Background: an optimization exercise with open tools, aiming at small area. Do not read the settings as production practice.
Function was checked by simulation only, so behaviour that the tests miss may differ from the original.
The clock port is modelled as an ideal driver, which makes a skipped or thinned clock tree look cheaper than it is; a real chip needs a root buffer or a tree.
Power is estimated from default activity; no workload was simulated.

==> flow/design.v <==
package light_package;
  typedef enum logic[1:0] {red, yellow, green} colors;
endpackage
import light_package ::*;
module traffic_light_controller(
  input         clk, reset,
                e_left_sensor,   
                 e_str_sensor,
                w_left_sensor,
                 w_str_sensor,
                    ns_sensor,
  output light_package::colors e_left_light ,   
                 e_str_light ,
                w_left_light ,
                 w_str_light ,
                    ns_light );
  localparam logic [2:0] MS = 3'b000, ME = 3'b001, MW = 3'b010,
                         ML = 3'b011, MN = 3'b111;
  localparam logic [3:0] PH = 4'd0, PZ = 4'd1, PY = 4'd2, PIDLE = 4'd12;
  logic [2:0] mov, next_mov;
  logic [3:0] ph,  next_ph;
  localparam logic [2:0] MOV_INV = 3'd0;
  localparam logic [3:0] PH_INV  = 4'd9;
  logic [2:0] mov_q;
  logic [3:0] ph_q;
  assign mov = mov_q ^ MOV_INV;
  assign ph  = ph_q  ^ PH_INV;
  always_ff @(posedge clk)
    if (reset) begin
      mov_q <= MN ^ MOV_INV;
      ph_q  <= PH ^ PH_INV;
    end else begin
      mov_q <= next_mov ^ MOV_INV;
      ph_q  <= next_ph ^ PH_INV;
    end
  wire el = e_left_sensor, es = e_str_sensor, wl = w_left_sensor,
       ws = w_str_sensor,  ns = ns_sensor;
  wire sx = es | ws, ex = el | es, wx = wl | ws, lx = el | wl, nx = ns;
  logic own_all, other_any;
  always_comb begin
    case (mov)
      MS:      own_all = es & ws;
      ME:      own_all = el & es;
      MW:      own_all = wl & ws;
      ML:      own_all = el & wl;
      default: own_all = ns;
    endcase
    other_any = el | es | wl | ws | (ns & (mov != MN));
  end
  always_comb begin
    next_mov = mov;
    next_ph  = ph;
    if (ph == PH) begin
      next_ph = PIDLE;
      case (mov)
        MS:      if (ex) next_mov = ME; else if (wx) next_mov = MW; else if (lx) next_mov = ML; else if (nx) next_mov = MN; else next_ph = PH;
        ME:      if (wx) next_mov = MW; else if (lx) next_mov = ML; else if (nx) next_mov = MN; else if (sx) next_mov = MS; else next_ph = PH;
        MW:      if (lx) next_mov = ML; else if (nx) next_mov = MN; else if (sx) next_mov = MS; else if (ex) next_mov = ME; else next_ph = PH;
        ML:      if (nx) next_mov = MN; else if (sx) next_mov = MS; else if (ex) next_mov = ME; else if (wx) next_mov = MW; else next_ph = PH;
        default: if (sx) next_mov = MS; else if (ex) next_mov = ME; else if (wx) next_mov = MW; else if (lx) next_mov = ML; else next_ph = PH;
      endcase
    end else if (ph == PIDLE) begin
      if (!own_all)       next_ph = 4'd6;    
      else if (other_any) next_ph = 4'd11;   
    end else if (!own_all && ph > 4'd7)
      next_ph = 4'd6;
    else
      next_ph = ph - 4'd1;
  end
  wire g  = ph >= 4'd3;
  wire yz = (ph == PY) || (ph == PZ);
  wire a = mov[0], b = mov[1], n = mov[2];
  assign e_left_light = light_package::colors'({g & a & ~n, yz & a & ~n});
  assign w_left_light = light_package::colors'({g & b & ~n, yz & b & ~n});
  assign e_str_light  = light_package::colors'({g & ~b, yz & ~b});
  assign w_str_light  = light_package::colors'({g & ~a, yz & ~a});
  assign ns_light     = light_package::colors'({g & n, yz & n});
endmodule
Settings: LEC_CHECK=0, CAP_MARGIN=20, CORE_AREA=2.3 2.72 57.7 57.28, DIE_AREA=0 0 60 60, PLACE_DENSITY=0.9, SLEW_MARGIN=20; clock period 7.0 ns.
standard.sh (not shown) runs the stock make flow with config.mk's settings and CLKGATE_MAP_FILE= SYNTH_SCRIPT=/design/flow/synth_recipe.tcl, a recipe that flattens the netlist after the stock synthesis.
==> flow/flow/run.sh <==
#!/bin/bash
# Standard ORFS layout with three changes:
#  - synthesis maps the logic with an area-oriented ABC script (flow/abc.script)
#    in place of ORFS's own; everything else in synthesis is the standard script;
#  - port buffers are sky130_fd_sc_hd__buf_1 cells;
#  - the clock tree is a single buffer (flow/cts_simple.tcl) in place of
#    TritonCTS's tree; the rest of the CTS step (repair, placement) is standard.
set -euo pipefail
cd "$(dirname "$0")/.."
W=$PWD
rm -rf "$W/scripts_mod"
cp -r "$FLOW_HOME/scripts" "$W/scripts_mod"
cp "$W/flow/abc.script" "$W/scripts_mod/abc_area.script"
python3 - "$W/scripts_mod/cts.tcl" "$W/flow/cts_simple.tcl" <<'PY'
import sys
p, s = sys.argv[1], sys.argv[2]
t = open(p).read()
old = "log_cmd clock_tree_synthesis {*}$cts_args"
assert old in t
open(p, "w").write(t.replace(old, "source " + s))
PY
export SCRIPTS_DIR="$W/scripts_mod"
export SIMPLE_CTS_BUF=sky130_fd_sc_hd__buf_2
export BUFFER_PORTS_ARGS="-buffer_cell sky130_fd_sc_hd__buf_1"
ADDER_MAP_FILE= ABC_AREA=1 bash standard.sh synth > "$W/synth.log" 2>&1
bash standard.sh > "$W/layout.log" 2>&1
==> flow/flow/abc.script <==
strash
&get -n
&deepsyn -J 100 -S 7
&put
dch
amap
topo
stime -c
==> flow/flow/cts_simple.tcl <==
# Clock tree for a handful of flip-flops: one clock buffer, placed at the
# centroid of the flip-flops, drives every clock pin.
set block [ord::get_db_block]
set sx 0.0; set sy 0.0; set n 0
foreach inst [$block getInsts] {
  if {[string match "sky130_fd_sc_hd__df*" [[$inst getMaster] getName]]} {
    set loc [$inst getLocation]
    set sx [expr {$sx + [lindex $loc 0]}]
    set sy [expr {$sy + [lindex $loc 1]}]
    incr n
  }
}
set dbu [$block getDbUnitsPerMicron]
set x [expr {$sx / $n / $dbu}]
set y [expr {$sy / $n / $dbu}]
puts "simple CTS: $n flip-flops, buffer at $x $y"
insert_buffer -buffer_cell $::env(SIMPLE_CTS_BUF) -net [get_nets clk] -location [list $x $y] -buffer_name clkbuf_root -net_name clk_root
set_propagated_clock [all_clocks]
report_clock_skew
The baseline passed the timing, DRC and antenna checks.
Edit:
--- a/flow/flow/run.sh
+++ b/flow/flow/run.sh
@@ -23 +23 @@
-export SIMPLE_CTS_BUF=sky130_fd_sc_hd__buf_2
+export SIMPLE_CTS_BUF=sky130_fd_sc_hd__clkbuf_4
- PLACE_DENSITY: 0.9 -> default
Result: Total power came out lower slightly; die area is unchanged; area after synthesis does not change; maximum frequency came out higher by a few percent; combinational power barely changes; design area came out higher slightly; via count came out lower by a little under a tenth; clock power came out higher by a few percent; worst setup slack is better by 0.086 ns; routed wire length came out lower slightly; critical path depth does not change.
No run of this note takes its clock network from TritonCTS; it comes from the design's own scripts or RTL.

========
Setup of the previous run:
Another version of the RTL of traffic_light_controller (not shown whole).
Size in the first run: roughly 83 cells after synthesis, ~7 flip-flops, about 17 I/O pins, roughly 550 µm² of cells after synthesis.
Design traffic_light_controller, start of the top module:
module traffic_light_controller(
  input         clk, reset,
                e_left_sensor,   
                 e_str_sensor,
                w_left_sensor,
                 w_str_sensor,
                    ns_sensor,
  output light_package::colors e_left_light ,   
                 e_str_light ,
                w_left_light ,
                 w_str_light ,
                    ns_light );
clock: 7.0 ns
lec_check: 0
cap_margin: 20
core_area: 2.3 2.72 57.7 57.28
cts_buf_list: sky130_fd_sc_hd__clkbuf_1 sky130_fd_sc_hd__clkbuf_2
die_area: 0 0 60 60
slew_margin: 20
==> flow/flow/run.sh <==
#!/bin/bash
# Standard ORFS layout with three changes:
#  - synthesis maps the logic with an area-oriented ABC script (flow/abc.script)
#    in place of ORFS's own; everything else in synthesis is the standard script;
#  - port buffers are sky130_fd_sc_hd__buf_1 cells;
#  - the clock tree is a single buffer (flow/cts_simple.tcl) in place of
#    TritonCTS's tree; the rest of the CTS step (repair, placement) is standard.
set -euo pipefail
cd "$(dirname "$0")/.."
W=$PWD
rm -rf "$W/scripts_mod"
cp -r "$FLOW_HOME/scripts" "$W/scripts_mod"
cp "$W/flow/abc.script" "$W/scripts_mod/abc_area.script"
python3 - "$W/scripts_mod/cts.tcl" "$W/flow/cts_simple.tcl" <<'PY'
import sys
p, s = sys.argv[1], sys.argv[2]
t = open(p).read()
old = "log_cmd clock_tree_synthesis {*}$cts_args"
assert old in t
open(p, "w").write(t.replace(old, "source " + s))
PY
export SCRIPTS_DIR="$W/scripts_mod"
export SIMPLE_CTS_BUF=sky130_fd_sc_hd__clkbuf_4
export BUFFER_PORTS_ARGS="-buffer_cell sky130_fd_sc_hd__buf_1"
ABC_AREA=1 bash standard.sh synth > "$W/synth.log" 2>&1
bash standard.sh > "$W/layout.log" 2>&1
==> flow/flow/abc.script <==
strash
&get -n
&deepsyn -T 30
&put
dch
amap
topo
stime -c
Scripts as last shown in full above: flow/flow/cts_simple.tcl
The previous run ended with every stage complete and zero timing, DRC or antenna violations.
#### Input delta (the current run over the previous run)
--- a/flow/flow/run.sh
+++ b/flow/flow/run.sh
@@ -25 +25 @@
-ABC_AREA=1 bash standard.sh synth > "$W/synth.log" 2>&1
+ADDER_MAP_FILE= ABC_AREA=1 bash standard.sh synth > "$W/synth.log" 2>&1
Results
- Of the two values seen for start point of the critical path, w_left_sensor was produced by the previous run and ph[1] by the current run.
- Against the previous run, the current run reports a compound-cell area share of the yosys netlist that is lower.
- The previous run → the current run: highest attainable clock frequency up 1.1 MHz, combinational power down 22%, switching component of the power down 15%.
In every run of this note, the design's own scripts or RTL, not TritonCTS, make the clock network.

========
Another version of the RTL of traffic_light_controller (not shown whole).
For scale: about 80 cells after synthesis, about 17 I/O pins, roughly 530 um2 of cells after synthesis.
Settings: LEC_CHECK=0, CAP_MARGIN=20, CORE_AREA=2.3 2.72 57.7 57.28, CTS_BUF_LIST=sky130_fd_sc_hd__clkbuf_1 sky130_fd_sc_hd__clkbuf_2, DIE_AREA=0 0 60 60, SLEW_MARGIN=20; clock period 7.0 ns.
==> flow/flow/run.sh <==
#!/bin/bash
# Standard ORFS layout with two changes:
#  - synthesis maps the logic with an area-oriented ABC script (flow/abc.script)
#    in place of ORFS's own; everything else in synthesis is the standard script;
#  - port buffers are sky130_fd_sc_hd__buf_1 cells.
set -euo pipefail
cd "$(dirname "$0")/.."
W=$PWD
rm -rf "$W/scripts_synth"
cp -r "$FLOW_HOME/scripts" "$W/scripts_synth"
cp "$W/flow/abc.script" "$W/scripts_synth/abc_area.script"
SCRIPTS_DIR="$W/scripts_synth" ABC_AREA=1 bash standard.sh synth > "$W/synth.log" 2>&1
export BUFFER_PORTS_ARGS="-buffer_cell sky130_fd_sc_hd__buf_1"
bash standard.sh > "$W/layout.log" 2>&1
Scripts as last shown in full above: flow/flow/abc.script
The starting point finished clean.
Change:
==> flow/flow/run.sh (replaced) <==
#!/bin/bash
# Standard ORFS layout with three changes:
#  - synthesis maps the logic with an area-oriented ABC script (flow/abc.script)
#    in place of ORFS's own; everything else in synthesis is the standard script;
#  - port buffers are sky130_fd_sc_hd__buf_1 cells;
#  - the clock tree is a single buffer (flow/cts_simple.tcl) in place of
#    TritonCTS's tree; the rest of the CTS step (repair, placement) is standard.
set -euo pipefail
cd "$(dirname "$0")/.."
W=$PWD
rm -rf "$W/scripts_mod"
cp -r "$FLOW_HOME/scripts" "$W/scripts_mod"
cp "$W/flow/abc.script" "$W/scripts_mod/abc_area.script"
python3 - "$W/scripts_mod/cts.tcl" "$W/flow/cts_simple.tcl" <<'PY'
import sys
p, s = sys.argv[1], sys.argv[2]
t = open(p).read()
old = "log_cmd clock_tree_synthesis {*}$cts_args"
assert old in t
open(p, "w").write(t.replace(old, "source " + s))
PY
export SCRIPTS_DIR="$W/scripts_mod"
export SIMPLE_CTS_BUF=sky130_fd_sc_hd__clkbuf_4
export BUFFER_PORTS_ARGS="-buffer_cell sky130_fd_sc_hd__buf_1"
ADDER_MAP_FILE= ABC_AREA=1 bash standard.sh synth > "$W/synth.log" 2>&1
bash standard.sh > "$W/layout.log" 2>&1
==> flow/flow/cts_simple.tcl (new file) <==
# Clock tree for a handful of flip-flops: one clock buffer, placed at the
# centroid of the flip-flops, drives every clock pin.
set block [ord::get_db_block]
set sx 0.0; set sy 0.0; set n 0
foreach inst [$block getInsts] {
  if {[string match "sky130_fd_sc_hd__df*" [[$inst getMaster] getName]]} {
    set loc [$inst getLocation]
    set sx [expr {$sx + [lindex $loc 0]}]
    set sy [expr {$sy + [lindex $loc 1]}]
    incr n
  }
}
set dbu [$block getDbUnitsPerMicron]
set x [expr {$sx / $n / $dbu}]
set y [expr {$sy / $n / $dbu}]
puts "simple CTS: $n flip-flops, buffer at $x $y"
insert_buffer -buffer_cell $::env(SIMPLE_CTS_BUF) -net [get_nets clk] -location [list $x $y] -buffer_name clkbuf_root -net_name clk_root
set_propagated_clock [all_clocks]
report_clock_skew
Result:
- The changed run completed with no timing, DRC or antenna violations
- flip-flop and latch count stays the same
- combinational power falls by 16%
- worst setup slack degrades by 0.068 ns
- worst hold slack degrades by 0.071 ns
- power falls by 15%
- routed wire length falls by 15%
- die area stays the same
- area after synthesis falls by 16%
- cell area falls by 15%
- core utilization falls by 3.2 points
In the second run of this note the design's own scripts or RTL, not TritonCTS, make the clock network.

========
## garnet
traffic_light_controller, a different RTL version from the one above (not shown whole).
For scale: ~73 cells after synthesis, about 7 flip-flops, ~470 um2 of cells after synthesis.
==> flow/config.mk <==
export PLATFORM = sky130hd
export DESIGN_NAME = traffic_light_controller
export DESIGN_NICKNAME = traffic_light_controller
export VERILOG_FILES = /design/flow/design.v
export SDC_FILE = /design/flow/constraint.sdc
export NUM_CORES = 4
export LEC_CHECK = 0
export CAP_MARGIN = 20
export CORE_AREA = 2.3 2.72 57.7 57.28
export DIE_AREA = 0 0 60 60
export PLACE_DENSITY = 0.9
export SLEW_MARGIN = 20
==> flow/constraint.sdc <==
create_clock -name core_clock -period 7.0 [get_ports {clk}]
set_input_delay 1.4000 -clock core_clock [delete_from_list [all_inputs] [get_ports {clk}]]
set_output_delay 1.4000 -clock core_clock [all_outputs]
set_load 0.01 [all_outputs]
==> flow/flow/run.sh <==
#!/bin/bash
# Standard ORFS layout with three changes:
#  - synthesis maps the logic with an area-oriented ABC script (flow/abc.script)
#    in place of ORFS's own; everything else in synthesis is the standard script;
#  - port buffers are sky130_fd_sc_hd__buf_1 cells;
#  - the clock tree is a single buffer (flow/cts_simple.tcl) in place of
#    TritonCTS's tree; the rest of the CTS step (repair, placement) is standard.
set -euo pipefail
cd "$(dirname "$0")/.."
W=$PWD
rm -rf "$W/scripts_mod"
cp -r "$FLOW_HOME/scripts" "$W/scripts_mod"
cp "$W/flow/abc.script" "$W/scripts_mod/abc_area.script"
python3 - "$W/scripts_mod/cts.tcl" "$W/flow/cts_simple.tcl" <<'PY'
import sys
p, s = sys.argv[1], sys.argv[2]
t = open(p).read()
old = "log_cmd clock_tree_synthesis {*}$cts_args"
assert old in t
open(p, "w").write(t.replace(old, "source " + s))
PY
export SCRIPTS_DIR="$W/scripts_mod"
export SIMPLE_CTS_BUF=sky130_fd_sc_hd__buf_2
export BUFFER_PORTS_ARGS="-buffer_cell sky130_fd_sc_hd__buf_1"
ADDER_MAP_FILE= ABC_AREA=1 bash standard.sh synth > "$W/synth.log" 2>&1
bash standard.sh > "$W/layout.log" 2>&1
==> flow/flow/abc.script <==
strash
&get -n
&deepsyn -J 100 -S 1
&put
dch
amap
topo
stime -c
==> flow/flow/cts_simple.tcl <==
# Clock tree for a handful of flip-flops: one clock buffer, placed at the
# centroid of the flip-flops, drives every clock pin.
set block [ord::get_db_block]
set sx 0.0; set sy 0.0; set n 0
foreach inst [$block getInsts] {
  if {[string match "sky130_fd_sc_hd__df*" [[$inst getMaster] getName]]} {
    set loc [$inst getLocation]
    set sx [expr {$sx + [lindex $loc 0]}]
    set sy [expr {$sy + [lindex $loc 1]}]
    incr n
  }
}
set dbu [$block getDbUnitsPerMicron]
set x [expr {$sx / $n / $dbu}]
set y [expr {$sy / $n / $dbu}]
puts "simple CTS: $n flip-flops, buffer at $x $y"
insert_buffer -buffer_cell $::env(SIMPLE_CTS_BUF) -net [get_nets clk] -location [list $x $y] -buffer_name clkbuf_root -net_name clk_root
set_propagated_clock [all_clocks]
report_clock_skew
garnet | stages: all done | timing, DRC, antenna: all pass
Edits applied to the flow inputs when going from garnet to nickel:
# garnet
export LEC_CHECK = 0
export CAP_MARGIN = 20
export CORE_AREA = 2.3 2.72 57.7 57.28
export DIE_AREA = 0 0 60 60
export PLACE_DENSITY = 0.9
export SLEW_MARGIN = 20
create_clock -name core_clock -period 7.0 [get_ports {clk}]
# nickel
export LEC_CHECK = 0
export CAP_MARGIN = 20
export CORE_AREA = 2.3 2.72 57.7 57.28
export DIE_AREA = 0 0 60 60
export SLEW_MARGIN = 20
create_clock -name core_clock -period 7.0 [get_ports {clk}]
-- flow/flow/run.sh --
<<< garnet, line 23
export SIMPLE_CTS_BUF=sky130_fd_sc_hd__buf_2
>>> nickel, line 23
export SIMPLE_CTS_BUF=sky130_fd_sc_hd__clkbuf_4
## What came out
Internal power consumption grows by a few percent when moving from garnet to nickel.
nickel against garnet: total global-route track usage down 0.58 points, aggregate negative setup slack flat, worst hold-check slack flat.
Re wire length on met3: nickel and garnet aren't equal, and the higher value belongs to nickel.
Relative to garnet, total power has gone up in nickel.
Diff garnet..nickel | utilization of the core after routing | negligible
Measured against garnet, the first-pass GRT wire length of nickel comes out at 0.917 times the reference value.
Going from garnet to nickel, worst setup slack shrinks by 0.020 ns.
Where shortest clock period the worst path allows after layout is concerned, garnet is better than nickel.
In every run of this note, the design's own scripts or RTL, not TritonCTS, make the clock network.

[re-timing with driven ports]
Ports are ideal in the flow. The routed layouts listed here were re-timed in OpenROAD.
Step 1 (the two cells are an assumption about what drives the block):
set clk [get_ports {clk}]
set_driving_cell -lib_cell sky130_fd_sc_hd__clkbuf_16 $clk
set_driving_cell -lib_cell sky130_fd_sc_hd__buf_2 [delete_from_list [all_inputs] $clk]
Step 2 times the ports against the registers' clock, not the clock port: input delays grow and output delays shrink by t, the midpoint of the rising clock arrivals with the driver on.
Slacks: ideal ports / drivers / drivers and shift; pairs: ideal ports / drivers.
run | t, ns | slack for setup (ns) | worst setup path at the end | worst slew at a driven data input, ns
the first run of note 1 | 0.166 | 3.740 / 3.721 / 3.887 | register to output | 0.03
the second run of note 1 | 0.157 | 3.826 / 3.807 / 3.964 | register to output | 0.04
the previous run | 0.161 | 4.137 / 4.137 / 3.976 | input to register | 0.03
the current run | 0.160 | 4.147 / 4.128 / 4.145 | input to register | 0.03
the first run of note 3 | 0.254 | 3.999 / 3.977 / 4.028 | input to register | 0.03
the second run of note 3 | 0.161 | 3.931 / 3.912 / 3.952 | input to register | 0.03
garnet | 0.162 | 3.863 / 3.843 / 3.735 | input to register | 0.03
nickel | 0.164 | 3.842 / 3.826 / 3.672 | input to register | 0.03
After both steps every run listed still meets setup and hold. The setup slack of nickel, which loses most, moves by -0.016 ns with the drivers and by -0.170 ns with both steps.
